What follows belongs to an exercise in optimizing a design on an open flow for small area, a short achievable clock period and few clock cycles; a production flow would make more cautious choices. The RTL was checked by simulation tests, not by an equivalence proof against the original design.

`design.v`:
```
module cross_calculator(x0, y0, x1, y1, pos);
input  [10:0] x0;
input  [10:0] y0;
input  [10:0] x1;
input  [10:0] y1;
output        pos;
wire pp1 = x0[0] & y1[0];
wire pp2 = x0[0] & y1[1];
wire pp3 = x0[0] & y1[2];
wire pp4 = x0[0] & y1[3];
wire pp5 = x0[0] & y1[4];
wire pp6 = x0[0] & y1[5];
wire pp7 = x0[0] & y1[6];
wire pp8 = x0[0] & y1[7];
wire pp9 = x0[0] & y1[8];
wire pp10 = x0[0] & y1[9];
wire pp11 = ~(x0[0] & y1[10]);
wire pp12 = x0[1] & y1[0];
wire pp13 = x0[1] & y1[1];
wire pp14 = x0[1] & y1[2];
wire pp15 = x0[1] & y1[3];
wire pp16 = x0[1] & y1[4];
wire pp17 = x0[1] & y1[5];
wire pp18 = x0[1] & y1[6];
wire pp19 = x0[1] & y1[7];
wire pp20 = x0[1] & y1[8];
wire pp21 = x0[1] & y1[9];
wire pp22 = ~(x0[1] & y1[10]);
wire pp23 = x0[2] & y1[0];
wire pp24 = x0[2] & y1[1];
wire pp25 = x0[2] & y1[2];
wire pp26 = x0[2] & y1[3];
wire pp27 = x0[2] & y1[4];
wire pp28 = x0[2] & y1[5];
wire pp29 = x0[2] & y1[6];
wire pp30 = x0[2] & y1[7];
wire pp31 = x0[2] & y1[8];
wire pp32 = x0[2] & y1[9];
wire pp33 = ~(x0[2] & y1[10]);
wire pp34 = x0[3] & y1[0];
wire pp35 = x0[3] & y1[1];
wire pp36 = x0[3] & y1[2];
wire pp37 = x0[3] & y1[3];
wire pp38 = x0[3] & y1[4];
wire pp39 = x0[3] & y1[5];
wire pp40 = x0[3] & y1[6];
wire pp41 = x0[3] & y1[7];
wire pp42 = x0[3] & y1[8];
wire pp43 = x0[3] & y1[9];
wire pp44 = ~(x0[3] & y1[10]);
wire pp45 = x0[4] & y1[0];
wire pp46 = x0[4] & y1[1];
wire pp47 = x0[4] & y1[2];
wire pp48 = x0[4] & y1[3];
wire pp49 = x0[4] & y1[4];
wire pp50 = x0[4] & y1[5];
wire pp51 = x0[4] & y1[6];
wire pp52 = x0[4] & y1[7];
wire pp53 = x0[4] & y1[8];
wire pp54 = x0[4] & y1[9];
wire pp55 = ~(x0[4] & y1[10]);
wire pp56 = x0[5] & y1[0];
wire pp57 = x0[5] & y1[1];
wire pp58 = x0[5] & y1[2];
wire pp59 = x0[5] & y1[3];
wire pp60 = x0[5] & y1[4];
wire pp61 = x0[5] & y1[5];
wire pp62 = x0[5] & y1[6];
wire pp63 = x0[5] & y1[7];
wire pp64 = x0[5] & y1[8];
wire pp65 = x0[5] & y1[9];
wire pp66 = ~(x0[5] & y1[10]);
wire pp67 = x0[6] & y1[0];
wire pp68 = x0[6] & y1[1];
wire pp69 = x0[6] & y1[2];
wire pp70 = x0[6] & y1[3];
wire pp71 = x0[6] & y1[4];
wire pp72 = x0[6] & y1[5];
wire pp73 = x0[6] & y1[6];
wire pp74 = x0[6] & y1[7];
wire pp75 = x0[6] & y1[8];
wire pp76 = x0[6] & y1[9];
wire pp77 = ~(x0[6] & y1[10]);
wire pp78 = x0[7] & y1[0];
wire pp79 = x0[7] & y1[1];
wire pp80 = x0[7] & y1[2];
wire pp81 = x0[7] & y1[3];
wire pp82 = x0[7] & y1[4];
wire pp83 = x0[7] & y1[5];
wire pp84 = x0[7] & y1[6];
wire pp85 = x0[7] & y1[7];
wire pp86 = x0[7] & y1[8];
wire pp87 = x0[7] & y1[9];
wire pp88 = ~(x0[7] & y1[10]);
wire pp89 = x0[8] & y1[0];
wire pp90 = x0[8] & y1[1];
wire pp91 = x0[8] & y1[2];
wire pp92 = x0[8] & y1[3];
wire pp93 = x0[8] & y1[4];
wire pp94 = x0[8] & y1[5];
wire pp95 = x0[8] & y1[6];
wire pp96 = x0[8] & y1[7];
wire pp97 = x0[8] & y1[8];
wire pp98 = x0[8] & y1[9];
wire pp99 = ~(x0[8] & y1[10]);
wire pp100 = x0[9] & y1[0];
wire pp101 = x0[9] & y1[1];
wire pp102 = x0[9] & y1[2];
wire pp103 = x0[9] & y1[3];
wire pp104 = x0[9] & y1[4];
wire pp105 = x0[9] & y1[5];
wire pp106 = x0[9] & y1[6];
wire pp107 = x0[9] & y1[7];
wire pp108 = x0[9] & y1[8];
wire pp109 = x0[9] & y1[9];
wire pp110 = ~(x0[9] & y1[10]);
wire pp111 = ~(x0[10] & y1[0]);
wire pp112 = ~(x0[10] & y1[1]);
wire pp113 = ~(x0[10] & y1[2]);
wire pp114 = ~(x0[10] & y1[3]);
wire pp115 = ~(x0[10] & y1[4]);
wire pp116 = ~(x0[10] & y1[5]);
wire pp117 = ~(x0[10] & y1[6]);
wire pp118 = ~(x0[10] & y1[7]);
wire pp119 = ~(x0[10] & y1[8]);
wire pp120 = ~(x0[10] & y1[9]);
wire pp121 = x0[10] & y1[10];
wire pp122 = ~(y0[0] & x1[0]);
wire pp123 = ~(y0[0] & x1[1]);
wire pp124 = ~(y0[0] & x1[2]);
wire pp125 = ~(y0[0] & x1[3]);
wire pp126 = ~(y0[0] & x1[4]);
wire pp127 = ~(y0[0] & x1[5]);
wire pp128 = ~(y0[0] & x1[6]);
wire pp129 = ~(y0[0] & x1[7]);
wire pp130 = ~(y0[0] & x1[8]);
wire pp131 = ~(y0[0] & x1[9]);
wire pp132 = y0[0] & x1[10];
wire pp133 = ~(y0[1] & x1[0]);
wire pp134 = ~(y0[1] & x1[1]);
wire pp135 = ~(y0[1] & x1[2]);
wire pp136 = ~(y0[1] & x1[3]);
wire pp137 = ~(y0[1] & x1[4]);
wire pp138 = ~(y0[1] & x1[5]);
wire pp139 = ~(y0[1] & x1[6]);
wire pp140 = ~(y0[1] & x1[7]);
wire pp141 = ~(y0[1] & x1[8]);
wire pp142 = ~(y0[1] & x1[9]);
wire pp143 = y0[1] & x1[10];
wire pp144 = ~(y0[2] & x1[0]);
wire pp145 = ~(y0[2] & x1[1]);
wire pp146 = ~(y0[2] & x1[2]);
wire pp147 = ~(y0[2] & x1[3]);
wire pp148 = ~(y0[2] & x1[4]);
wire pp149 = ~(y0[2] & x1[5]);
wire pp150 = ~(y0[2] & x1[6]);
wire pp151 = ~(y0[2] & x1[7]);
wire pp152 = ~(y0[2] & x1[8]);
wire pp153 = ~(y0[2] & x1[9]);
wire pp154 = y0[2] & x1[10];
wire pp155 = ~(y0[3] & x1[0]);
wire pp156 = ~(y0[3] & x1[1]);
wire pp157 = ~(y0[3] & x1[2]);
wire pp158 = ~(y0[3] & x1[3]);
wire pp159 = ~(y0[3] & x1[4]);
wire pp160 = ~(y0[3] & x1[5]);
wire pp161 = ~(y0[3] & x1[6]);
wire pp162 = ~(y0[3] & x1[7]);
wire pp163 = ~(y0[3] & x1[8]);
wire pp164 = ~(y0[3] & x1[9]);
wire pp165 = y0[3] & x1[10];
wire pp166 = ~(y0[4] & x1[0]);
wire pp167 = ~(y0[4] & x1[1]);
wire pp168 = ~(y0[4] & x1[2]);
wire pp169 = ~(y0[4] & x1[3]);
wire pp170 = ~(y0[4] & x1[4]);
wire pp171 = ~(y0[4] & x1[5]);
wire pp172 = ~(y0[4] & x1[6]);
wire pp173 = ~(y0[4] & x1[7]);
wire pp174 = ~(y0[4] & x1[8]);
wire pp175 = ~(y0[4] & x1[9]);
wire pp176 = y0[4] & x1[10];
wire pp177 = ~(y0[5] & x1[0]);
wire pp178 = ~(y0[5] & x1[1]);
wire pp179 = ~(y0[5] & x1[2]);
wire pp180 = ~(y0[5] & x1[3]);
wire pp181 = ~(y0[5] & x1[4]);
wire pp182 = ~(y0[5] & x1[5]);
wire pp183 = ~(y0[5] & x1[6]);
wire pp184 = ~(y0[5] & x1[7]);
wire pp185 = ~(y0[5] & x1[8]);
wire pp186 = ~(y0[5] & x1[9]);
wire pp187 = y0[5] & x1[10];
wire pp188 = ~(y0[6] & x1[0]);
wire pp189 = ~(y0[6] & x1[1]);
wire pp190 = ~(y0[6] & x1[2]);
wire pp191 = ~(y0[6] & x1[3]);
wire pp192 = ~(y0[6] & x1[4]);
wire pp193 = ~(y0[6] & x1[5]);
wire pp194 = ~(y0[6] & x1[6]);
wire pp195 = ~(y0[6] & x1[7]);
wire pp196 = ~(y0[6] & x1[8]);
wire pp197 = ~(y0[6] & x1[9]);
wire pp198 = y0[6] & x1[10];
wire pp199 = ~(y0[7] & x1[0]);
wire pp200 = ~(y0[7] & x1[1]);
wire pp201 = ~(y0[7] & x1[2]);
wire pp202 = ~(y0[7] & x1[3]);
wire pp203 = ~(y0[7] & x1[4]);
wire pp204 = ~(y0[7] & x1[5]);
wire pp205 = ~(y0[7] & x1[6]);
wire pp206 = ~(y0[7] & x1[7]);
wire pp207 = ~(y0[7] & x1[8]);
wire pp208 = ~(y0[7] & x1[9]);
wire pp209 = y0[7] & x1[10];
wire pp210 = ~(y0[8] & x1[0]);
wire pp211 = ~(y0[8] & x1[1]);
wire pp212 = ~(y0[8] & x1[2]);
wire pp213 = ~(y0[8] & x1[3]);
wire pp214 = ~(y0[8] & x1[4]);
wire pp215 = ~(y0[8] & x1[5]);
wire pp216 = ~(y0[8] & x1[6]);
wire pp217 = ~(y0[8] & x1[7]);
wire pp218 = ~(y0[8] & x1[8]);
wire pp219 = ~(y0[8] & x1[9]);
wire pp220 = y0[8] & x1[10];
wire pp221 = ~(y0[9] & x1[0]);
wire pp222 = ~(y0[9] & x1[1]);
wire pp223 = ~(y0[9] & x1[2]);
wire pp224 = ~(y0[9] & x1[3]);
wire pp225 = ~(y0[9] & x1[4]);
wire pp226 = ~(y0[9] & x1[5]);
wire pp227 = ~(y0[9] & x1[6]);
wire pp228 = ~(y0[9] & x1[7]);
wire pp229 = ~(y0[9] & x1[8]);
wire pp230 = ~(y0[9] & x1[9]);
wire pp231 = y0[9] & x1[10];
wire pp232 = y0[10] & x1[0];
wire pp233 = y0[10] & x1[1];
wire pp234 = y0[10] & x1[2];
wire pp235 = y0[10] & x1[3];
wire pp236 = y0[10] & x1[4];
wire pp237 = y0[10] & x1[5];
wire pp238 = y0[10] & x1[6];
wire pp239 = y0[10] & x1[7];
wire pp240 = y0[10] & x1[8];
wire pp241 = y0[10] & x1[9];
wire pp242 = ~(y0[10] & x1[10]);
wire s243, c244;
assign {c244, s243} = pp10 + pp20 + pp30;
wire s245, c246;
assign {c246, s245} = pp11 + pp21 + pp31;
wire s247, c248;
assign {c248, s247} = pp41 + pp51 + pp61;
wire s249, c250;
assign {c250, s249} = pp71 + pp81;
wire s251, c252;
assign {c252, s251} = pp22 + pp32 + pp42;
wire s253, c254;
assign {c254, s253} = pp52 + pp62 + pp72;
wire s255, c256;
assign {c256, s255} = pp82 + pp92;
wire s257, c258;
assign {c258, s257} = pp33 + pp43 + pp53;
wire s259, c260;
assign {c260, s259} = pp7 + pp17 + pp27;
wire s261, c262;
assign {c262, s261} = pp8 + pp18 + pp28;
wire s263, c264;
assign {c264, s263} = pp38 + pp48 + pp58;
wire s265, c266;
assign {c266, s265} = pp68 + pp78;
wire s267, c268;
assign {c268, s267} = pp9 + pp19 + pp29;
wire s269, c270;
assign {c270, s269} = pp39 + pp49 + pp59;
wire s271, c272;
assign {c272, s271} = pp69 + pp79 + pp89;
wire s273, c274;
assign {c274, s273} = pp130 + pp140 + pp150;
wire s275, c276;
assign {c276, s275} = pp160 + pp170;
wire s277, c278;
assign {c278, s277} = pp40 + pp50 + pp60;
wire s279, c280;
assign {c280, s279} = pp70 + pp80 + pp90;
wire s281, c282;
assign {c282, s281} = pp100 + pp131 + pp141;
wire s283, c284;
assign {c284, s283} = pp151 + pp161 + pp171;
wire s285, c286;
assign {c286, s285} = pp181 + pp191 + pp201;
wire s287, c288;
assign {c288, s287} = pp211 + pp221;
wire s289, c290;
assign {c290, s289} = pp91 + pp101 + pp111;
wire s291, c292;
assign {c292, s291} = pp132 + pp142 + pp152;
wire s293, c294;
assign {c294, s293} = pp162 + pp172 + pp182;
wire s295, c296;
assign {c296, s295} = pp192 + pp202 + pp212;
wire s297, c298;
assign {c298, s297} = pp222 + pp232 + c244;
wire s299, c300;
assign {c300, s299} = s245 + s247 + s249;
wire s301, c302;
assign {c302, s301} = pp102 + pp112 + pp143;
wire s303, c304;
assign {c304, s303} = pp153 + pp163 + pp173;
wire s305, c306;
assign {c306, s305} = pp183 + pp193 + pp203;
wire s307, c308;
assign {c308, s307} = pp213 + pp223 + pp233;
wire s309, c310;
assign {c310, s309} = c246 + c248 + c250;
wire s311, c312;
assign {c312, s311} = s251 + s253 + s255;
wire s313, c314;
assign {c314, s313} = pp63 + pp73 + pp83;
wire s315, c316;
assign {c316, s315} = pp93 + pp103 + pp113;
wire s317, c318;
assign {c318, s317} = pp154 + pp164 + pp174;
wire s319, c320;
assign {c320, s319} = pp184 + pp194 + pp204;
wire s321, c322;
assign {c322, s321} = pp214 + pp224 + pp234;
wire s323, c324;
assign {c324, s323} = c252 + c254 + c256;
wire s325, c326;
assign {c326, s325} = pp44 + pp54 + pp64;
wire s327, c328;
assign {c328, s327} = pp74 + pp84 + pp94;
wire s329, c330;
assign {c330, s329} = pp104 + pp114 + pp165;
wire s331, c332;
assign {c332, s331} = pp175 + pp185 + pp195;
wire s333, c334;
assign {c334, s333} = pp205 + pp215 + pp225;
wire s335, c336;
assign {c336, s335} = pp55 + pp65 + pp75;
wire s337, c338;
assign {c338, s337} = pp85 + pp95 + pp105;
wire s339, c340;
assign {c340, s339} = pp115 + pp176 + pp186;
wire s341, c342;
assign {c342, s341} = pp66 + pp76 + pp86;
wire s343, c344;
assign {c344, s343} = pp5 + pp15 + pp25;
wire s345, c346;
assign {c346, s345} = pp6 + pp16 + pp26;
wire s347, c348;
assign {c348, s347} = pp36 + pp46 + pp56;
wire s349, c350;
assign {c350, s349} = pp127 + pp137;
wire s351, c352;
assign {c352, s351} = pp37 + pp47 + pp57;
wire s353, c354;
assign {c354, s353} = pp67 + pp128 + pp138;
wire s355, c356;
assign {c356, s355} = pp148 + pp158 + pp168;
wire s357, c358;
assign {c358, s357} = pp178 + pp188;
wire s359, c360;
assign {c360, s359} = pp129 + pp139 + pp149;
wire s361, c362;
assign {c362, s361} = pp159 + pp169 + pp179;
wire s363, c364;
assign {c364, s363} = pp189 + pp199 + c260;
wire s365, c366;
assign {c366, s365} = s261 + s263 + s265;
wire s367, c368;
assign {c368, s367} = pp180 + pp190 + pp200;
wire s369, c370;
assign {c370, s369} = pp210 + c262 + c264;
wire s371, c372;
assign {c372, s371} = c266 + s267 + s269;
wire s373, c374;
assign {c374, s373} = s271 + s273 + s275;
wire s375, c376;
assign {c376, s375} = s243 + c268 + c270;
wire s377, c378;
assign {c378, s377} = c272 + c274 + c276;
wire s379, c380;
assign {c380, s379} = s277 + s279 + s281;
wire s381, c382;
assign {c382, s381} = s283 + s285 + s287;
wire s383, c384;
assign {c384, s383} = c278 + c280 + c282;
wire s385, c386;
assign {c386, s385} = c284 + c286 + c288;
wire s387, c388;
assign {c388, s387} = s289 + s291 + s293;
wire s389, c390;
assign {c390, s389} = s295 + s297 + s299;
wire s391, c392;
assign {c392, s391} = c290 + c292 + c294;
wire s393, c394;
assign {c394, s393} = c296 + c298 + c300;
wire s395, c396;
assign {c396, s395} = s301 + s303 + s305;
wire s397, c398;
assign {c398, s397} = s307 + s309 + s311;
wire s399, c400;
assign {c400, s399} = s257 + c302 + c304;
wire s401, c402;
assign {c402, s401} = c306 + c308 + c310;
wire s403, c404;
assign {c404, s403} = c312 + s313 + s315;
wire s405, c406;
assign {c406, s405} = s317 + s319 + s321;
wire s407, c408;
assign {c408, s407} = pp235 + c258 + c314;
wire s409, c410;
assign {c410, s409} = c316 + c318 + c320;
wire s411, c412;
assign {c412, s411} = c322 + c324 + s325;
wire s413, c414;
assign {c414, s413} = s327 + s329 + s331;
wire s415, c416;
assign {c416, s415} = pp196 + pp206 + pp216;
wire s417, c418;
assign {c418, s417} = pp226 + pp236 + c326;
wire s419, c420;
assign {c420, s419} = c328 + c330 + c332;
wire s421, c422;
assign {c422, s421} = c334 + s335 + s337;
wire s423, c424;
assign {c424, s423} = pp96 + pp106 + pp116;
wire s425, c426;
assign {c426, s425} = pp187 + pp197 + pp207;
wire s427, c428;
assign {c428, s427} = pp217 + pp227 + pp237;
wire s429, c430;
assign {c430, s429} = c336 + c338 + c340;
wire s431, c432;
assign {c432, s431} = pp77 + pp87 + pp97;
wire s433, c434;
assign {c434, s433} = pp107 + pp117 + pp198;
wire s435, c436;
assign {c436, s435} = pp208 + pp218 + pp228;
wire s437, c438;
assign {c438, s437} = pp88 + pp98 + pp108;
wire s439, c440;
assign {c440, s439} = pp3 + pp13;
wire s441, c442;
assign {c442, s441} = pp4 + pp14 + pp24;
wire s443, c444;
assign {c444, s443} = pp34 + pp125 + pp135;
wire s445, c446;
assign {c446, s445} = pp35 + pp45 + pp126;
wire s447, c448;
assign {c448, s447} = pp136 + pp146 + pp156;
wire s449, c450;
assign {c450, s449} = pp166 + s343;
wire s451, c452;
assign {c452, s451} = pp147 + pp157 + pp167;
wire s453, c454;
assign {c454, s453} = pp177 + c344 + s345;
wire s455 = ~(s347 ^ s349);
wire c456 = s347 | s349;
wire s457, c458;
assign {c458, s457} = s259 + c346 + c348;
wire s459, c460;
assign {c460, s459} = c350 + s351 + s353;
wire s461 = ~(s355 ^ s357);
wire c462 = s355 | s357;
wire s463, c464;
assign {c464, s463} = c352 + c354 + c356;
wire s465, c466;
assign {c466, s465} = c358 + s359 + s361;
wire s467 = ~(s363 ^ s365);
wire c468 = s363 | s365;
wire s469, c470;
assign {c470, s469} = c360 + c362 + c364;
wire s471, c472;
assign {c472, s471} = c366 + s367 + s369;
wire s473 = ~(s371 ^ s373);
wire c474 = s371 | s373;
wire s475, c476;
assign {c476, s475} = c368 + c370 + c372;
wire s477, c478;
assign {c478, s477} = c374 + s375 + s377;
wire s479 = ~(s379 ^ s381);
wire c480 = s379 | s381;
wire s481, c482;
assign {c482, s481} = c376 + c378 + c380;
wire s483, c484;
assign {c484, s483} = c382 + s383 + s385;
wire s485 = ~(s387 ^ s389);
wire c486 = s387 | s389;
wire s487, c488;
assign {c488, s487} = c384 + c386 + c388;
wire s489, c490;
assign {c490, s489} = c390 + s391 + s393;
wire s491 = ~(s395 ^ s397);
wire c492 = s395 | s397;
wire s493, c494;
assign {c494, s493} = s323 + c392 + c394;
wire s495, c496;
assign {c496, s495} = c396 + c398 + s399;
wire s497, c498;
assign {c498, s497} = s401 + s403 + s405;
wire s499, c500;
assign {c500, s499} = s333 + c400 + c402;
wire s501, c502;
assign {c502, s501} = c404 + c406 + s407;
wire s503, c504;
assign {c504, s503} = s409 + s411 + s413;
wire s505, c506;
assign {c506, s505} = s339 + c408 + c410;
wire s507, c508;
assign {c508, s507} = c412 + c414 + s415;
wire s509, c510;
assign {c510, s509} = s417 + s419 + s421;
wire s511, c512;
assign {c512, s511} = s341 + c416 + c418;
wire s513, c514;
assign {c514, s513} = c420 + c422 + s423;
wire s515, c516;
assign {c516, s515} = s425 + s427 + s429;
wire s517, c518;
assign {c518, s517} = pp238 + c342 + c424;
wire s519, c520;
assign {c520, s519} = c426 + c428 + c430;
wire s521, c522;
assign {c522, s521} = s431 + s433 + s435;
wire s523, c524;
assign {c524, s523} = pp118 + pp209 + pp219;
wire s525, c526;
assign {c526, s525} = pp229 + pp239 + c432;
wire s527, c528;
assign {c528, s527} = c434 + c436 + s437;
wire s529, c530;
assign {c530, s529} = pp99 + pp109 + pp119;
wire s531, c532;
assign {c532, s531} = pp220 + pp230 + pp240;
wire s533, c534;
assign {c534, s533} = pp2 + pp12;
wire s535, c536;
assign {c536, s535} = pp23 + pp124 + pp134;
wire s537, c538;
assign {c538, s537} = pp144 + s439;
wire s539, c540;
assign {c540, s539} = pp145 + pp155 + c440;
wire s541 = ~(s441 ^ s443);
wire c542 = s441 | s443;
wire s543, c544;
assign {c544, s543} = c442 + c444 + s445;
wire s545 = ~(s447 ^ s449);
wire c546 = s447 | s449;
wire s547, c548;
assign {c548, s547} = c446 + c448 + c450;
wire s549, c550;
assign {c550, s549} = s451 + s453 + s455;
wire s551, c552;
assign {c552, s551} = c452 + c454 + c456;
wire s553, c554;
assign {c554, s553} = s457 + s459 + s461;
wire s555, c556;
assign {c556, s555} = c458 + c460 + c462;
wire s557, c558;
assign {c558, s557} = s463 + s465 + s467;
wire s559, c560;
assign {c560, s559} = c464 + c466 + c468;
wire s561, c562;
assign {c562, s561} = s469 + s471 + s473;
wire s563, c564;
assign {c564, s563} = c470 + c472 + c474;
wire s565, c566;
assign {c566, s565} = s475 + s477 + s479;
wire s567, c568;
assign {c568, s567} = c476 + c478 + c480;
wire s569, c570;
assign {c570, s569} = s481 + s483 + s485;
wire s571, c572;
assign {c572, s571} = c482 + c484 + c486;
wire s573, c574;
assign {c574, s573} = s487 + s489 + s491;
wire s575, c576;
assign {c576, s575} = c488 + c490 + c492;
wire s577, c578;
assign {c578, s577} = s493 + s495 + s497;
wire s579, c580;
assign {c580, s579} = c494 + c496 + c498;
wire s581, c582;
assign {c582, s581} = s499 + s501 + s503;
wire s583, c584;
assign {c584, s583} = c500 + c502 + c504;
wire s585, c586;
assign {c586, s585} = s505 + s507 + s509;
wire s587, c588;
assign {c588, s587} = c506 + c508 + c510;
wire s589, c590;
assign {c590, s589} = s511 + s513 + s515;
wire s591, c592;
assign {c592, s591} = c512 + c514 + c516;
wire s593, c594;
assign {c594, s593} = s517 + s519 + s521;
wire s595, c596;
assign {c596, s595} = c518 + c520 + c522;
wire s597, c598;
assign {c598, s597} = s523 + s525 + s527;
wire s599, c600;
assign {c600, s599} = c438 + c524 + c526;
wire s601, c602;
assign {c602, s601} = c528 + s529 + s531;
wire s603, c604;
assign {c604, s603} = pp110 + pp120 + pp231;
wire s605, c606;
assign {c606, s605} = pp241 + c530 + c532;
wire s607, c608;
assign {c608, s607} = pp123 + pp133;
wire s609, c610;
assign {c610, s609} = c534 + s535 + s537;
wire s611, c612;
assign {c612, s611} = c536 + c538 + s539;
wire s613, c614;
assign {c614, s613} = c540 + c542 + s543;
wire s615, c616;
assign {c616, s615} = c544 + c546 + s547;
wire s617, c618;
assign {c618, s617} = c548 + c550 + s551;
wire s619, c620;
assign {c620, s619} = c552 + c554 + s555;
wire s621, c622;
assign {c622, s621} = c556 + c558 + s559;
wire s623, c624;
assign {c624, s623} = c560 + c562 + s563;
wire s625, c626;
assign {c626, s625} = c564 + c566 + s567;
wire s627, c628;
assign {c628, s627} = c568 + c570 + s571;
wire s629, c630;
assign {c630, s629} = c572 + c574 + s575;
wire s631, c632;
assign {c632, s631} = c576 + c578 + s579;
wire s633, c634;
assign {c634, s633} = c580 + c582 + s583;
wire s635, c636;
assign {c636, s635} = c584 + c586 + s587;
wire s637, c638;
assign {c638, s637} = c588 + c590 + s591;
wire s639, c640;
assign {c640, s639} = c592 + c594 + s595;
wire s641, c642;
assign {c642, s641} = c596 + c598 + s599;
wire s643, c644;
assign {c644, s643} = c600 + c602 + s603;
wire s645, c646;
assign {c646, s645} = pp121 + pp242 + c604;
wire s647, c648;
assign {c648, s647} = pp1 + pp122;
wire s649 = ~(s533 ^ s607);
wire c650 = s533 | s607;
wire s651 = ~(c608 ^ s609);
wire c652 = c608 | s609;
wire s653, c654;
assign {c654, s653} = s541 + c610 + s611;
wire s655, c656;
assign {c656, s655} = s545 + c612 + s613;
wire s657, c658;
assign {c658, s657} = s549 + c614 + s615;
wire s659, c660;
assign {c660, s659} = s553 + c616 + s617;
wire s661, c662;
assign {c662, s661} = s557 + c618 + s619;
wire s663, c664;
assign {c664, s663} = s561 + c620 + s621;
wire s665, c666;
assign {c666, s665} = s565 + c622 + s623;
wire s667, c668;
assign {c668, s667} = s569 + c624 + s625;
wire s669, c670;
assign {c670, s669} = s573 + c626 + s627;
wire s671, c672;
assign {c672, s671} = s577 + c628 + s629;
wire s673, c674;
assign {c674, s673} = s581 + c630 + s631;
wire s675, c676;
assign {c676, s675} = s585 + c632 + s633;
wire s677, c678;
assign {c678, s677} = s589 + c634 + s635;
wire s679, c680;
assign {c680, s679} = s593 + c636 + s637;
wire s681, c682;
assign {c682, s681} = s597 + c638 + s639;
wire s683, c684;
assign {c684, s683} = s601 + c640 + s641;
wire s685, c686;
assign {c686, s685} = s605 + c642 + s643;
wire s687, c688;
assign {c688, s687} = c606 + c644 + s645;
wire [21:0] ra = {c646, c686, c684, c682, c680, c678, c676, c674, c672, c670, c668, c666, c664, c662, c660, c658, c656, c654, c652, c650, c648, s647};
wire [21:0] rb = {c688, s687, s685, s683, s681, s679, s677, s675, s673, s671, s669, s667, s665, s663, s661, s659, s657, s655, s653, s651, s649, 1'b1};
wire [21:0] sum = ra + rb;
assign pos = ~sum[21];
endmodule
module PSE ( clk,
			reset,
			Xin,
			Yin,
			point_num,
			valid,
			Xout,
			Yout);
input        clk;
input        reset;
input [9:0]  Xin;
input [9:0]  Yin;
input [2:0]  point_num;
output       valid;
output [9:0] Xout;
output [9:0] Yout;
reg  [3:0] cyc;
reg  [2:0] n;
reg  [9:0] p0x, p0y;
reg  [10:0] sx1, sy1, sx2, sy2, sx3, sy3, sx4, sy4, sx5, sy5;
reg  [3:0] xs;          
reg  [3:0] ys;          
reg  [4:0] osel;        
reg        vld;
reg        c12, c13, c23, b5first;
reg        mg;          
reg  [1:0] ia;          
reg  [1:0] ib;          
wire c;   
wire [10:0] ax = ({11{xs[0]}} & sx1) | ({11{xs[1]}} & sx2) | ({11{xs[2]}} & sx3) | ({11{xs[3]}} & sx4);
wire [10:0] ay = ({11{xs[0]}} & sy1) | ({11{xs[1]}} & sy2) | ({11{xs[2]}} & sy3) | ({11{xs[3]}} & sy4);
wire [10:0] bx = ({11{ys[0]}} & sx2) | ({11{ys[1]}} & sx3) | ({11{ys[2]}} & sx4) | ({11{ys[3]}} & sx5);
wire [10:0] by = ({11{ys[0]}} & sy2) | ({11{ys[1]}} & sy3) | ({11{ys[2]}} & sy4) | ({11{ys[3]}} & sy5);
cross_calculator CC(.x0(ax), .y0(ay), .x1(bx), .y1(by), .pos(c));
wire big = n[2] & (n[1] | n[0]);           
wire [3:0] start = big ? {1'b0, n} + 4'd1 : {1'b0, n};    
wire [3:0] stop  = start + {1'b0, n} - 4'd1;              
wire pre  = (cyc == start - 4'd1);         
function [3:0] headA;    
	input [1:0] k;
	input x12, x13, x23;
	input [2:0] nn;
	reg [1:0] r1, r2, r3;
	begin
		if (nn == 3'd3) begin
			r1 = 2'd0; r2 = 2'd3; r3 = 2'd3;
		end else if (nn == 3'd4) begin
			r1 = {1'b0, x12}; r2 = {1'b0, ~x12}; r3 = 2'd3;
		end else begin
			r1 = {1'b0, x12} + {1'b0, x13};
			r2 = {1'b0, ~x12} + {1'b0, x23};
			r3 = {1'b0, ~x13} + {1'b0, ~x23};
		end
		headA = {1'b0, r3 == k, r2 == k, r1 == k};
	end
endfunction
function [3:0] headB;
	input       k;
	input       b5;
	input [2:0] nn;
	begin
		case (nn)
			3'd3: headB = 4'b0001;
			3'd4: headB = 4'b0010;
			3'd5: headB = 4'b0100;
			default: headB = (k ^ b5) ? 4'b1000 : 4'b0100;
		endcase
	end
endfunction
wire [4:0] xslot = {1'b0, xs};
wire [4:0] yslot = {ys, 1'b0};
reg [3:0] xs_n [0:1];
reg [3:0] ys_n [0:1];
reg [4:0] osel_n [0:1];
reg       vld_n [0:1];
reg       mg_n [0:1];
reg [1:0] ia_n [0:1];
reg [1:0] ib_n [0:1];
reg       c12_n [0:1], c13_n [0:1], c23_n [0:1], b5_n [0:1];
reg [1:0] sizeA;
reg [1:0] sizeB;
reg       aLeft, bLeft;
reg       takeB;
integer v;
always @(*) begin
	sizeA = big ? 2'd3 : (n == 3'd4 ? 2'd2 : 2'd1);
	sizeB = (n == 3'd6) ? 2'd2 : 2'd1;
	aLeft = (ia < sizeA);
	bLeft = (ib < sizeB);
	for (v = 0; v < 2; v = v + 1) begin
		c12_n[v] = (cyc == 4'd3) ? v[0] : c12;
		c13_n[v] = (cyc == 4'd4) ? v[0] : c13;
		c23_n[v] = (cyc == 4'd5) ? v[0] : c23;
		b5_n[v]  = (cyc == 4'd6) ? v[0] : b5first;
		xs_n[v] = 4'b0000;
		ys_n[v] = 4'b0000;
		osel_n[v] = 5'b00000;
		vld_n[v] = 1'b0;
		mg_n[v] = 1'b0;
		ia_n[v] = 2'd0;
		ib_n[v] = 2'd0;
		takeB = bLeft & (~aLeft | v[0]);
		if (mg) begin
			vld_n[v] = 1'b1;
			osel_n[v] = takeB ? yslot : xslot;
			ia_n[v] = takeB ? ia : ia + 2'd1;
			ib_n[v] = takeB ? ib + 2'd1 : ib;
			mg_n[v] = (cyc != stop - 4'd1);
			xs_n[v] = headA(ia_n[v], c12, c13, c23, n);
			ys_n[v] = headB(ib_n[v][0], b5first, n);
		end else if (pre) begin
			vld_n[v] = 1'b1;
			mg_n[v] = 1'b1;
			xs_n[v] = headA(2'd0, c12_n[v], c13_n[v], c23_n[v], n);
			ys_n[v] = headB(1'b0, b5_n[v], n);
		end else begin
			case (cyc)
				4'd2: begin xs_n[v] = 4'b0001; ys_n[v] = 4'b0001; end   
				4'd3: begin xs_n[v] = 4'b0001; ys_n[v] = 4'b0010; end   
				4'd4: begin xs_n[v] = 4'b0010; ys_n[v] = 4'b0010; end   
				4'd5: begin xs_n[v] = 4'b1000; ys_n[v] = 4'b1000; end   
				default: ;
			endcase
		end
	end
end
always @(posedge clk or posedge reset) begin
	if (reset) begin
		cyc <= 4'd0;
		vld <= 1'b0;
		mg  <= 1'b0;
	end else begin
		cyc <= (cyc == stop) ? 4'd0 : cyc + 4'd1;
		vld <= (cyc != 4'd0) & (c ? vld_n[1] : vld_n[0]);
		mg  <= (cyc != 4'd0) & (c ? mg_n[1] : mg_n[0]);
	end
end
always @(posedge clk) begin
	if (cyc == 4'd0) begin
		p0x <= Xin;
		p0y <= Yin;
		n   <= point_num;
	end
	if (cyc == 4'd1) begin sx1 <= {1'b0, Xin} - {1'b0, p0x}; sy1 <= {1'b0, Yin} - {1'b0, p0y}; end
	if (cyc == 4'd2) begin sx2 <= {1'b0, Xin} - {1'b0, p0x}; sy2 <= {1'b0, Yin} - {1'b0, p0y}; end
	if (cyc == 4'd3) begin sx3 <= {1'b0, Xin} - {1'b0, p0x}; sy3 <= {1'b0, Yin} - {1'b0, p0y}; end
	if (cyc == 4'd4) begin sx4 <= {1'b0, Xin} - {1'b0, p0x}; sy4 <= {1'b0, Yin} - {1'b0, p0y}; end
	if (cyc == 4'd5) begin sx5 <= {1'b0, Xin} - {1'b0, p0x}; sy5 <= {1'b0, Yin} - {1'b0, p0y}; end
	xs    <= c ? xs_n[1] : xs_n[0];
	ys    <= c ? ys_n[1] : ys_n[0];
	osel  <= c ? osel_n[1] : osel_n[0];
	ia    <= c ? ia_n[1] : ia_n[0];
	ib    <= c ? ib_n[1] : ib_n[0];
	c12 <= c12_n[c];
	c13 <= c13_n[c];
	c23 <= c23_n[c];
	b5first <= b5_n[c];
end
wire [9:0] ovx = ({10{osel[0]}} & sx1[9:0]) | ({10{osel[1]}} & sx2[9:0]) | ({10{osel[2]}} & sx3[9:0])
               | ({10{osel[3]}} & sx4[9:0]) | ({10{osel[4]}} & sx5[9:0]);
wire [9:0] ovy = ({10{osel[0]}} & sy1[9:0]) | ({10{osel[1]}} & sy2[9:0]) | ({10{osel[2]}} & sy3[9:0])
               | ({10{osel[3]}} & sy4[9:0]) | ({10{osel[4]}} & sy5[9:0]);
assign valid = vld;
assign Xout = ovx + p0x;
assign Yout = ovy + p0y;
endmodule
```
`flow/run.sh`:
```
#!/bin/bash
# The standard layout (the standard.sh), with plain buffers on the ports
# instead of delay buffers. The tools' output goes to standard.log here and to
# the ORFS logs under orfs/logs/.
export BUFFER_PORTS_ARGS="-buffer_cell sky130_fd_sc_hd__buf_2"
bash standard.sh > standard.log 2>&1
```
`standard.sh`:
```
#!/bin/bash
# synth_recipe.tcl (not shown) runs the flow's synth.tcl, then flattens the netlist and writes it again
# the make line also repeats each setting of config.mk as NAME=value (left out here)
make -C /OpenROAD-flow-scripts/flow DESIGN_CONFIG=/design/flow/config.mk WORK_HOME=/design/flow/orfs CLKGATE_MAP_FILE= SYNTH_SCRIPT=/design/flow/synth_recipe.tcl "${@:-finish}"
```
`config.mk`:
```
export PLATFORM = sky130hd
export DESIGN_NAME = PSE
export DESIGN_NICKNAME = PSE
export VERILOG_FILES = /design/flow/design.v
export SDC_FILE = /design/flow/constraint.sdc
export NUM_CORES = 4
export LEC_CHECK = 0
export CAP_MARGIN = 20
export CORE_MARGIN = 2
export CORE_UTILIZATION = 40
export SETUP_SLACK_MARGIN = 4.0
export SLEW_MARGIN = 20
export SYNTH_HIERARCHICAL = 1
```
`constraint.sdc`:
```
create_clock -name core_clock -period 11.0 [get_ports {clk}]
set_input_delay 2.2000 -clock core_clock [delete_from_list [all_inputs] [get_ports {clk}]]
set_output_delay 2.2000 -clock core_clock [all_outputs]
set_load 0.01 [all_outputs]
```
==> results of run 1 <==
worst min-delay path by stage:
stage,to,cells past startpoint
finish,cyc[0],1
global route,osel[2],2
CTS,osel[3],2
detailed placement,ib[0],2
global placement,cyc[0],1
floorplan,osel[4],1
logic make-up after synthesis:
kind of cell | after synthesis | share of synthesized area (%)
AOI/OAI and AO/OA | 251 | 11.6
xor gates and xnor gates | 51 | 2.87
and+or+nand+nor | 485 | 15.5
DFF | 160 | 28.7
buffers and inverters | 321 | 7.54
muxes | 4 | 0.265
adders and majority gates | 308 | 33.5
metal layers:
layer	up-vias	part of all wire (%)	track usage [%]
li1	5354	-	-
met3	64	7.4	2.85
met5	-	0	0
met2	458	47	33.8
met1	5855	43	28.8
met4	0	2.5	6.73
layout make-up:
type                            count  area, µm²
Fill cell                        3708      21700
Multi-Input combinational cell   1099      10500
Sequential cell                   160       4640
Inverter                          236        888
Timing Repair Buffer              103        721
Tap cell                          525        657
Clock buffer                       17        425
Clock inverter                     15        173
modules after synthesis (local to each module, per instance):
module            cell area [µm²]  flip-flops and latches  cells inside  copies in the design
cross_calculator             6850                       0           730                     1
PSE                          9220                     160           850                     1
through the flow:
stage	cells	hold slack (ps)	instance area (µm²)	worst slack, ps
floorplan	1580	516	16100	4100
global placement	2078	605	16700	3290
detailed placement	2078	634	16700	3100
CTS	2132	632	17600	4010
global route	2155	658	18000	3850
finish	2155	640	18000	4090
critical path, delay by kind of cell (launching register included):
kind / cells / cell delay, ps
and+or+nand+nor: 8 / 1390
DFF: 1 / 360
buffers and inverters: 6 / 510
AOI/OAI and AO/OA: 3 / 710
xor gates and xnor gates: 2 / 360
adders and majority gates: 8 / 3440
synthesized netlist by cell type (6+ instances only):
library cell | number | share of area [%]
sky130_fd_sc_hd__nand4_1 | 7 | 0.27
sky130_fd_sc_hd__dfrtp_1 | 6 | 0.93
sky130_fd_sc_hd__and2_1 | 165 | 6.4
sky130_fd_sc_hd__clkbuf_1 | 82 | 1.9
sky130_fd_sc_hd__o21ai_0 | 23 | 0.72
sky130_fd_sc_hd__a21o_1 | 14 | 0.65
sky130_fd_sc_hd__a21oi_1 | 29 | 0.90
sky130_fd_sc_hd__and3_1 | 6 | 0.23
sky130_fd_sc_hd__nor2b_1 | 16 | 0.62
sky130_fd_sc_hd__nand3_1 | 9 | 0.28
sky130_fd_sc_hd__nand3b_1 | 6 | 0.28
sky130_fd_sc_hd__nand2_1 | 193 | 4.5
sky130_fd_sc_hd__fa_1 | 204 | 25
sky130_fd_sc_hd__xor2_1 | 22 | 1.2
sky130_fd_sc_hd__a222oi_1 | 19 | 1.2
sky130_fd_sc_hd__a2111oi_0 | 6 | 0.33
sky130_fd_sc_hd__nor2_1 | 33 | 0.77
sky130_fd_sc_hd__nor3_1 | 19 | 0.59
sky130_fd_sc_hd__ha_1 | 104 | 8.1
sky130_fd_sc_hd__inv_1 | 235 | 5.5
sky130_fd_sc_hd__a22oi_1 | 110 | 5.1
sky130_fd_sc_hd__edfxtp_1 | 138 | 26
sky130_fd_sc_hd__dfxtp_1 | 16 | 2.0
sky130_fd_sc_hd__xnor2_1 | 28 | 1.5
flip-flops by register name, summed over array words and instances (netlist names), 2 cells and up, named ones only:
signal / count
cyc: 4
ia: 2
ib: 2
n: 3
osel: 5
p0x: 10
p0y: 10
sx1: 11
sx2: 11
sx3: 11
sx4: 11
sx5: 11
sy1: 11
sy2: 11
sy3: 11
sy4: 11
sy5: 11
xs: 4
ys: 4
repair_timing:
| action | in CTS | in global routing |
|---|---|---|
| setup buffers | 22 | 23 |
| pin swaps | 17 | 47 |
| gates cloned | 0 | 0 |
| gates resized for setup | 38 | 68 |
| endpoints found under the setup margin | 15 | 11 |
==> out/summary.log, run 1 <==
[status] status timing/DRC/antenna clean
[routing] routed wire length 42.4 mm
[floorplanning] die area 41800 µm²
[timing] Final min period 6910 ps
[cts] clock insertion delay at the later pin of the skew report 440 ps
[worst_setup_path] last element of the critical path ys[3]
[routing] average via count per standard cell 5.44
[yosys] total of flip-flops plus latches after synthesis 160
[routing] number of detailed-routing iterations run before antenna repair 6
[cts] maximum clock insertion buffer count 2
[layout] net total in the final layout 1950
[routing] average wire per cell in the routed design 19.7 µm
[floorplanning] Core Area 39700 µm²
[floorplanning] horizontal die dimension 204 µm
[floorplanning] top-level I/O count 46
[global_route] number of antenna violations at the first check in global routing 1
[worst_setup_path] kind of end point of the critical path register
[timing] maximum operating frequency 0.145 GHz
[timing] final cycle utilization of the critical path 62.9%
[yosys] sequential cell area fraction in the yosys report 28.7%
[yosys] count of synthesis-stage warnings from yosys 18
[worst_setup_path] crit path kind register to register
[worst_setup_path] crit path DAT 7240 ps
[yosys] synthesized cell area 16100 µm²
[worst_setup_path] end of the worst register-to-register path ys[3]
[floorplanning] Placement Rows 73
[worst_setup_path] worst setup slack for register-to-register paths 4090 ps
[placed_design] post-detail-place hpwl 31.6 mm
[hold_path] hold path start cyc[0]
[global_route] GR Overflow Total 0
[yosys] Post-Synthesis Cells 1580
[worst_setup_path] CP max FO 9
[yosys] post-synthesis net count 1913
[run] number of max-cap violations 0
[cts] Clock transition at path regs 70 ps
[yosys] number of enable flip-flop cells after synthesis 138
[timing] transition time at the pin with the least slew margin 878 ps
[layout] synthesis-to-finish area growth 12.1%
[placed_design] IO buf count 45
[layout] most used cells in the layout excluding fill and tap cells 230 x sky130_fd_sc_hd__inv_1, 193 x sky130_fd_sc_hd__fa_1, 160 x sky130_fd_sc_hd__nand2_1
[layout] most frequent standard cell in the layout excluding fill and tap cells sky130_fd_sc_hd__inv_1
[worst_setup_path] FF-to-FF path depth 27
[timing] Total Negative Setup Slacks 0 ps
[worst_setup_path] critical path startpoint ys[2]
[yosys] Synth Flop Type sky130_fd_sc_hd__edfxtp_1
[worst_setup_path] critical path launch point type register
[hold_path] class of the most critical hold timing path register to register
[routing] total via count after detailed routing 11.7k
[cts] Num Clock Sinks 160
[routing] drc violations 0
[yosys] count of cell types in the netlist 73
[global_route] largest net degree at the start of global routing 26
[global_route] global-route wire length before repair 66.3 mm
[global_route] number of global-route vias before repair 12.1k
[routing] final antenna-violating net count 0
[floorplanning] Initial Utilization 40.4%
[timing] Max-Slew Margin vs Limit 40.7%
[layout] utilization after layout 45.3%
[worst_setup_path] r2r startpoint ys[2]
[worst_setup_path] library cell contributing the largest single delay on the critical path sky130_fd_sc_hd__fa_2
[placed_design] gp weighted congestion 0.883
[yosys] Post-Syn Area per Cell 10.2 µm²
[timing] final worst clock skew 8.13 ps
[timing] Final Slew Violations 0
[timing] RSZ-0062 raised after global routing true
[global_route] total routing resource utilization after global routing 20.8%
[worst_setup_path] required time at the worst-slack endpoint 11330 ps
[cts] deepest level of the CTS H-tree 4
[cts] Clock Tree Root sky130_fd_sc_hd__clkbuf_16
[worst_setup_path] dominant cell type by count on the critical path sky130_fd_sc_hd__fa_1
[timing] number of failing setup endpoints in the final timing report 0
[cts] Num CTS Buffers 17
[yosys] ys async rst share 3.75%
[cts] CTS Hold Bufs 0
[layout] share of layout cells above drive strength 1 14.4%
[layout] diodes inserted 0
[cts] TritonCTS clock tree done
[worst_setup_path] delay of the slowest cell on the worst path 550 ps
[routing] initial drt markers 1052
[floorplanning] Die H 204 µm
[timing] Hold Vio Cnt, Final 0
Testbench counts, summed over its fixed seeds: cycles 22,671.
==> inputs of run 2 (changes only) <==
--- a/config.mk
+++ b/config.mk
@@ -9,5 +9,5 @@
 export CORE_MARGIN = 2
-export CORE_UTILIZATION = 40
+export CORE_UTILIZATION = 60
+export PLACE_DENSITY = 0.8
 export SETUP_SLACK_MARGIN = 4.0
 export SLEW_MARGIN = 20
-export SYNTH_HIERARCHICAL = 1
==> run 2 against run 1 <==
  * Still clean
  * Highest routed layer unchanged
  * Fmax is 1.6% higher
  * Via count up 4.3%
  * Worst setup slack improved by 110 ps
  * Synthesized cell count fell by 4.1%
  * Area after synthesis fell by 2.6%
  * Count of clock-buffer cells in the layout did not move
  * Cell count down 11%
  * First-iteration DRC count grew 75%
==> out/summary.log, run 2 <==
[floorplanning] Initial Utilization 60.6%
[layout] diodes inserted 0
[layout] number of filler instances in the final layout 1909
[routing] average via count per standard cell 6.38
[yosys] ys async rst share 3.75%
[yosys] number of enable flip-flop cells after synthesis 138
[worst_setup_path] r2r startpoint xs[0]
[global_route] total routing resource utilization after global routing 33.0%
[worst_setup_path] crit path DAT 7120 ps
[placed_design] IO buf count 45
[layout] share of layout cells above drive strength 1 12.5%
[yosys] Post-Synthesis Cells 1515
[timing] Max-Slew Margin vs Limit 26.0%
[worst_setup_path] CP max FO 23
[routing] initial drt markers 1837
[routing] post-route met1 wirelength 16.1 mm
[yosys] Commonest cells post-synth 204 x sky130_fd_sc_hd__fa_1, 200 x sky130_fd_sc_hd__inv_1, 172 x sky130_fd_sc_hd__nor2_1
[hold_path] Hold Path End ib[0]
[floorplanning] Die H 165 µm
[yosys] count leader, synth sky130_fd_sc_hd__fa_1
[floorplanning] Core Area 25800 µm²
[worst_setup_path] required time at the worst-slack endpoint 11320 ps
[yosys] cell type with the largest total area after synthesis sky130_fd_sc_hd__edfxtp_1
[cts] Num CTS Buffers 17
[timing] Total Negative Setup Slacks 0 ps
[layout] synthesis-to-finish area growth 10.8%
[floorplanning] top-level I/O count 46
[routing] routed length on met3 4.97 mm
[hold_path] hold path start ib[0]
[layout] most used cells in the layout excluding fill and tap cells 202 x sky130_fd_sc_hd__fa_1, 199 x sky130_fd_sc_hd__inv_1, 172 x sky130_fd_sc_hd__nor2_1
[cts] TritonCTS clock tree done
[timing] Final min period 6810 ps
[cts] clock insertion delay at the later pin of the skew report 440 ps
[routing] drc violations 0
[routing] final antenna-violating net count 0
[status] status timing/DRC/antenna clean
[hold_path] worst hold path depth 2
[placed_design] post-detail-place hpwl 31.8 mm
[placed_design] gp weighted congestion 1.01
[global_route] largest net degree at the start of global routing 28
[layout] net total in the final layout 1906
[yosys] sequential cell area fraction in the yosys report 29.5%
[yosys] Post-Syn Area per Cell 10.3 µm²
[cts] Num Clock Sinks 160
[yosys] total of flip-flops plus latches after synthesis 160
[routing] met2 wirelength from detailed routing 20.6 mm
[timing] maximum operating frequency 0.147 GHz
[yosys] synthesized cell area 15600 µm²
[timing] number of failing setup endpoints in the final timing report 0
[yosys] count of synthesis-stage warnings from yosys 12
[worst_setup_path] crit path kind register to register
[timing] RSZ-0062 raised after global routing false
[worst_setup_path] end of the worst register-to-register path ys[3]
[global_route] GR Overflow Total 0
[yosys] fraction of post-synthesis cell area in the top cell type by area 26.5%
[worst_setup_path] worst setup slack for register-to-register paths 4190 ps
[global_route] global-route wire length before repair 67.9 mm
[cts] maximum clock insertion buffer count 2
[run] number of max-cap violations 0
[yosys] top post-synthesis cells by area sky130_fd_sc_hd__edfxtp_1 26%, sky130_fd_sc_hd__fa_1 26%, sky130_fd_sc_hd__ha_1 8.6%
[worst_setup_path] kind of end point of the critical path register
[floorplanning] die area 27400 µm²
[routing] routed wire length 43.3 mm
[floorplanning] horizontal die dimension 165 µm
[global_route] number of antenna violations at the first check in global routing 0
[routing] top routing layer in use met4
[cts] deepest level of the CTS H-tree 4
[cts] Clock Tree Root sky130_fd_sc_hd__clkbuf_16
[hold_path] class of the most critical hold timing path register to register
[timing] Hold Vio Cnt, Final 0
[global_route] number of global-route vias before repair 12.5k
[yosys] count of cell types in the netlist 68
[worst_setup_path] FF-to-FF path depth 25
[timing] transition time at the pin with the least slew margin 1110 ps
[cts] Clock transition at path regs 60 ps
[timing] Final Slew Violations 0
[routing] total via count after detailed routing 12.2k
[layout] most frequent standard cell in the layout excluding fill and tap cells sky130_fd_sc_hd__fa_1
[yosys] Synth Flop Type sky130_fd_sc_hd__edfxtp_1
[yosys] post-synthesis net count 1851
[floorplanning] Placement Rows 59
[routing] average wire per cell in the routed design 22.6 µm
[worst_setup_path] critical path launch point type register
[timing] final cycle utilization of the critical path 61.9%
[timing] final worst clock skew 11.3 ps
[routing] number of detailed-routing iterations run before antenna repair 8
[layout] utilization after layout 67.1%
[run 2: how the worst max path moves through the flow]
| stage | start | to | depth (start not counted) |
|---|---|---|---|
| floorplan | ys[1] | ib[1] | 22 |
| global placement | ys[3] | ib[1] | 19 |
| detailed placement | ys[2] | ib[1] | 20 |
| CTS | xs[0] | xs[1] | 25 |
| global route | xs[0] | xs[2] | 23 |
| finish | xs[0] | ys[3] | 25 |
[run 2: stage by stage]
stage          hold slack (ps)  std cells  setup WS, ps  instance area (µm²)
6_report                   633       1917          4190                17300
5_1_grt                    650       1917          3980                17300
3_3_place_gp               603       1865          3410                16400
3_5_place_dp               617       1866          3140                16400
4_1_cts                    627       1901          4010                17100
2_1_floorplan              550       1515          4060                15600
[run 2: logic make-up (layout without fill, tap and decap cells)]
logic type	after synthesis	count (layout)	synth area share, %
fa+ha+maj	311	311	34.7
xor+xnor	60	60	3.36
buf+inv	263	330	6.39
flops	160	160	29.5
simple gates	441	441	12.8
compound gates	269	269	12.6
mux	11	11	0.712
[run 2: final cells by class]
class	count	area [µm²]	share of cell area, %
Multi-Input combinational cell	1092	10200	59.0
Sequential cell	160	4630	26.7
Inverter	200	751	4.33
Timing Repair Buffer	99	681	3.93
Clock buffer	17	425	2.45
Tap cell	335	419	2.42
Clock inverter	14	203	1.17
[run 2: worst max-delay path: stages (launching register included)]
cell and delay (ps):
sky130_fd_sc_hd__dfxtp_1 320, sky130_fd_sc_hd__buf_6 190, sky130_fd_sc_hd__a22o_1 230, sky130_fd_sc_hd__a221oi_2 240, sky130_fd_sc_hd__buf_4 210, sky130_fd_sc_hd__inv_1 60, sky130_fd_sc_hd__nand2_1 90, sky130_fd_sc_hd__fa_1 420
sky130_fd_sc_hd__fa_1 490, sky130_fd_sc_hd__inv_1 50, sky130_fd_sc_hd__fa_1 520, sky130_fd_sc_hd__inv_1 40, sky130_fd_sc_hd__ha_1 300, sky130_fd_sc_hd__fa_2 410, sky130_fd_sc_hd__fa_1 520, sky130_fd_sc_hd__fa_1 550
sky130_fd_sc_hd__inv_1 40, sky130_fd_sc_hd__ha_1 310, sky130_fd_sc_hd__and4_1 230, sky130_fd_sc_hd__nand4_1 120, sky130_fd_sc_hd__o21a_1 180, sky130_fd_sc_hd__nand4_1 240, sky130_fd_sc_hd__xnor2_4 340, sky130_fd_sc_hd__buf_4 190
sky130_fd_sc_hd__mux2i_1 240, sky130_fd_sc_hd__o22ai_1 100
[run 2: timing repair]
action,in CTS,in global routing
pin swaps,3,4
resized for setup,20,22
cloned,0,0
hold buffers,0,0
endpoints found under the setup margin,19,17
setup buffers,4,16
[run 2: per-layer routing]
layer | GRT usage (%) | up-vias
li1 | - | 5262
met1 | 44.5 | 5987
met2 | 53.6 | 841
met3 | 7.04 | 147
met4 | 11.5 | 0
met5 | 0 | -
==> inputs of run 3 (changes only) <==
==> flow/run.sh (replaced) <==
#!/bin/bash
# The standard layout (the standard.sh), with plain buffers on the ports
# instead of delay buffers. Each tool's output goes to standard.log here and
# to the ORFS logs under orfs/logs/.
export BUFFER_PORTS_ARGS="-buffer_cell sky130_fd_sc_hd__buf_1"
bash standard.sh > standard.log 2>&1
--- a/config.mk
+++ b/config.mk
@@ -9,5 +9,4 @@
 export CORE_MARGIN = 2
-export CORE_UTILIZATION = 60
-export PLACE_DENSITY = 0.8
-export SETUP_SLACK_MARGIN = 4.0
+export CORE_UTILIZATION = 40
+export SETUP_SLACK_MARGIN = 4.5
 export SLEW_MARGIN = 20
==> run 3 against run 2 <==
  * Clock skew about the same
  * Area after synthesis did not move
  * Die area increased by 49%
  * Critical endpoint is now xs[2]
  * First-iteration DRC count down 23%
  * Sequential cell count unchanged
  * Worst hold slack got worse by 19 ps
  * Sequential share of layout area shrank 1.2 points
  * Utilization fell by 20 points
  * Via count shrank 2.7%
==> out/summary.log, run 3 <==
[status] status timing/DRC/antenna clean
[routing] average wire per cell in the routed design 21.0 µm
[routing] total via count after detailed routing 11.9k
[layout] share of layout cells above drive strength 1 15.3%
[timing] Hold Vio Cnt, Final 0
[yosys] total of flip-flops plus latches after synthesis 160
[floorplanning] top-level I/O count 46
[yosys] count of synthesis-stage warnings from yosys 12
[yosys] count of cell types in the netlist 68
[worst_setup_path] kind of end point of the critical path register
[hold_path] hold path start ib[0]
[placed_design] post-detail-place hpwl 33.2 mm
[layout] most frequent standard cell in the layout excluding fill and tap cells sky130_fd_sc_hd__inv_1
[worst_setup_path] r2r startpoint xs[1]
[routing] average via count per standard cell 5.56
[cts] Num CTS Buffers 17
[floorplanning] Core Area 38600 µm²
[timing] number of failing setup endpoints in the final timing report 0
[worst_setup_path] dominant cell type by count on the critical path sky130_fd_sc_hd__fa_1
[layout] final instance area 18200 µm²
[timing] Max-Slew Margin vs Limit 33.2%
[yosys] Commonest cells post-synth 204 x sky130_fd_sc_hd__fa_1, 200 x sky130_fd_sc_hd__inv_1, 172 x sky130_fd_sc_hd__nor2_1
[global_route] largest net degree at the start of global routing 28
[layout] diodes inserted 0
[global_route] number of global-route vias before repair 12.5k
[worst_setup_path] required time at the worst-slack endpoint 11300 ps
[cts] deepest level of the CTS H-tree 4
[worst_setup_path] crit path kind register to register
[yosys] Post-Synthesis Cells 1515
[floorplanning] Initial Utilization 40.5%
[cts] Clock transition at path regs 70 ps
[yosys] number of enable flip-flop cells after synthesis 138
[hold_path] worst hold path depth 2
[layout] net total in the final layout 1948
[routing] drc violations 0
[timing] maximum operating frequency 0.152 GHz
[global_route] total routing resource utilization after global routing 22.6%
[yosys] ys async rst share 3.75%
[cts] Clock Tree Root sky130_fd_sc_hd__clkbuf_16
[worst_setup_path] family of cells with the greatest summed delay on the critical path adder cells
[routing] final antenna-violating net count 0
[worst_setup_path] delay of the slowest cell on the worst path 550 ps
[worst_setup_path] end of the worst register-to-register path xs[2]
[floorplanning] Die H 202 µm
[yosys] cell type with the largest total area after synthesis sky130_fd_sc_hd__edfxtp_1
[layout] utilization after layout 47.1%
[yosys] sequential cell area fraction in the yosys report 29.5%
[timing] Final min period 6590 ps
[yosys] Synth Flop Type sky130_fd_sc_hd__edfxtp_1
[global_route] GR Overflow Total 0
[floorplanning] horizontal die dimension 202 µm
[placed_design] placed cell areas 16600 µm²
[yosys] Post-Syn Area per Cell 10.3 µm²
[timing] RSZ-0062 raised after global routing true
[routing] initial drt markers 1413
[cts] TritonCTS clock tree done
[cts] clock insertion delay at the later pin of the skew report 440 ps
[global_route] global-route wire length before repair 70.8 mm
[cts] Num Clock Sinks 160
[yosys] synthesized cell area 15600 µm²
[worst_setup_path] Buffers & Inverters on Critical Path 6
[global_route] number of antenna violations at the first check in global routing 0
[worst_setup_path] CP max FO 6
[routing] routed wire length 45.1 mm
[yosys] post-synthesis net count 1851
[routing] number of detailed-routing iterations run before antenna repair 6
[worst_setup_path] ordered cell list for the critical path buf_12 > buf_16 > a22oi_2 > and2_4 > nor2_2 > fa_1 > inv_1 > fa_2 > fa_1 > fa_2 > fa_1 > fa_1 > inv_1 > fa_1 > ha_1 > and4_4 > nand4_1 > a2111o_1 > nand4_1 > xnor2_4 > buf_12 > buf_6 > mux2i_2 > o32ai_2
[yosys] fraction of post-synthesis cell area in the top cell type by area 26.5%
[worst_setup_path] worst setup slack for register-to-register paths 4410 ps
[timing] Final Slew Violations 0
[timing] final cycle utilization of the critical path 59.9%
[cts] maximum clock insertion buffer count 2
[hold_path] class of the most critical hold timing path register to register
[worst_setup_path] FF-to-FF path depth 24
[floorplanning] Placement Rows 72
[run] number of max-cap violations 0
[placed_design] gp weighted congestion 0.922
[worst_setup_path] crit path DAT 6900 ps
[timing] final worst clock skew 11.6 ps
[timing] Total Negative Setup Slacks 0 ps
[floorplanning] die area 40700 µm²
[yosys] count leader, synth sky130_fd_sc_hd__fa_1
[timing] transition time at the pin with the least slew margin 1000 ps
[placed_design] IO buf count 45
[layout] synthesis-to-finish area growth 16.4%
[yosys] top post-synthesis cells by area sky130_fd_sc_hd__edfxtp_1 26%, sky130_fd_sc_hd__fa_1 26%, sky130_fd_sc_hd__ha_1 8.6%
[worst_setup_path] critical path launch point type register
[hold_path] Hold Path End ib[0]
[layout] most used cells in the layout excluding fill and tap cells 193 x sky130_fd_sc_hd__inv_1, 182 x sky130_fd_sc_hd__fa_1, 169 x sky130_fd_sc_hd__nor2_1
[worst_setup_path] library cell contributing the largest single delay on the critical path sky130_fd_sc_hd__fa_1
==> run 3: final cells by class <==
cell class	count	area, µm²
Clock buffer	19	433
Clock inverter	13	135
Fill cell	3562	20400
Inverter	200	751
Multi-Input combinational cell	1092	10500
Sequential cell	160	4640
Tap cell	518	648
Timing Repair Buffer	141	1120
==> run 3: how the worst max path moves through the flow <==
| stage | from | end | slack [ps] | depth (start not counted) |
|---|---|---|---|---|
| after global routing | xs[1] | xs[2] | 4190 | 24 |
| after global placement | ys[2] | ib[1] | 3280 | 22 |
| final | xs[1] | xs[2] | 4410 | 24 |
| after floorplan | ys[1] | ib[1] | 4590 | 24 |
| after CTS | xs[1] | ys[3] | 4310 | 24 |
| after detailed placement | ys[2] | ib[1] | 3500 | 20 |
==> run 3: routing by layer <==
| layer | vias up | share of wire, % | track usage, % |
|---|---|---|---|
| met5 | - | 0 | 0 |
| met4 | 0 | 3.0 | 8.74 |
| met3 | 74 | 7.9 | 3.74 |
| met2 | 546 | 47 | 36.1 |
| met1 | 5943 | 42 | 30.8 |
| li1 | 5347 | - | - |
==> run 3: worst register-to-register path, cell delays in order, from the launching register on <==
cell                       delay (ps)
sky130_fd_sc_hd__dfxtp_4          370
sky130_fd_sc_hd__buf_12           130
sky130_fd_sc_hd__buf_16           140
sky130_fd_sc_hd__a22oi_2          200
sky130_fd_sc_hd__and2_4           240
sky130_fd_sc_hd__nor2_2            60
sky130_fd_sc_hd__fa_1             530
sky130_fd_sc_hd__inv_1             60
sky130_fd_sc_hd__fa_2             360
sky130_fd_sc_hd__fa_1             510
sky130_fd_sc_hd__fa_2             410
sky130_fd_sc_hd__fa_1             490
sky130_fd_sc_hd__fa_1             550
sky130_fd_sc_hd__inv_1             50
sky130_fd_sc_hd__fa_1             430
sky130_fd_sc_hd__ha_1             300
sky130_fd_sc_hd__and4_4           200
sky130_fd_sc_hd__nand4_1          110
sky130_fd_sc_hd__a2111o_1         340
sky130_fd_sc_hd__nand4_1          250
sky130_fd_sc_hd__xnor2_4          160
sky130_fd_sc_hd__buf_12           160
sky130_fd_sc_hd__buf_6            100
sky130_fd_sc_hd__mux2i_2          210
sky130_fd_sc_hd__o32ai_2           90
==> run 3: what timing repair did <==
item,in CTS,in global routing
hold endpoints to repair,0,0
hold buffers,0,0
cloned,2,0
endpoints found under the setup margin,19,19
gates resized for setup,73,51
pin swaps,35,44
setup buffers,43,17
==> run 3: kinds of logic (layout without fill, tap and decap cells) <==
group / count (synthesis) / count (layout) / synth area share, %
and+or+nand+nor: 441 / 441 / 12.8
buffers and inverters: 263 / 373 / 6.39
xor gates and xnor gates: 60 / 60 / 3.36
AOI/OAI and AO/OA: 269 / 269 / 12.6
muxes: 11 / 11 / 0.712
adders and majority gates: 311 / 311 / 34.7
DFF: 160 / 160 / 29.5
==> run 3: metrics by stage <==
stage	worst slack, ps	instances	hold WS (ps)
detailed placement	3500	2049	594
global placement	3280	2048	588
CTS	4310	2126	613
floorplan	4590	1515	550
finish	4410	2143	613
global route	4190	2143	638

static timing again, ports no longer ideal:
The flow's constraints put no driver on any port. The routed layouts listed below were extracted and timed again, unchanged, in two steps. Step 1: set_driving_cell puts a clkbuf_16 on clk and a buf_2 on each other input, an assumption about the parent block. Step 2 times the ports against the registers' clock, not the clock port: input delays grow and output delays shrink by t, the midpoint of the rising clock arrivals with the driver on. Three values: ideal ports, drivers, drivers and shift; two values: the first two.
run	t, ns	slack for setup (ns)	hold slack, ns	pins driven straight from the clock port
run 1	0.484	4.086 / 4.086 / 4.086	0.640 / 0.640 / 0.640	1
run 2	0.482	4.195 / 4.195 / 4.195	0.633 / 0.633 / 0.633	1
run 3	0.479	4.409 / 4.409 / 4.409	0.613 / 0.613 / 0.613	1
After both steps setup and hold are still met in every run listed.
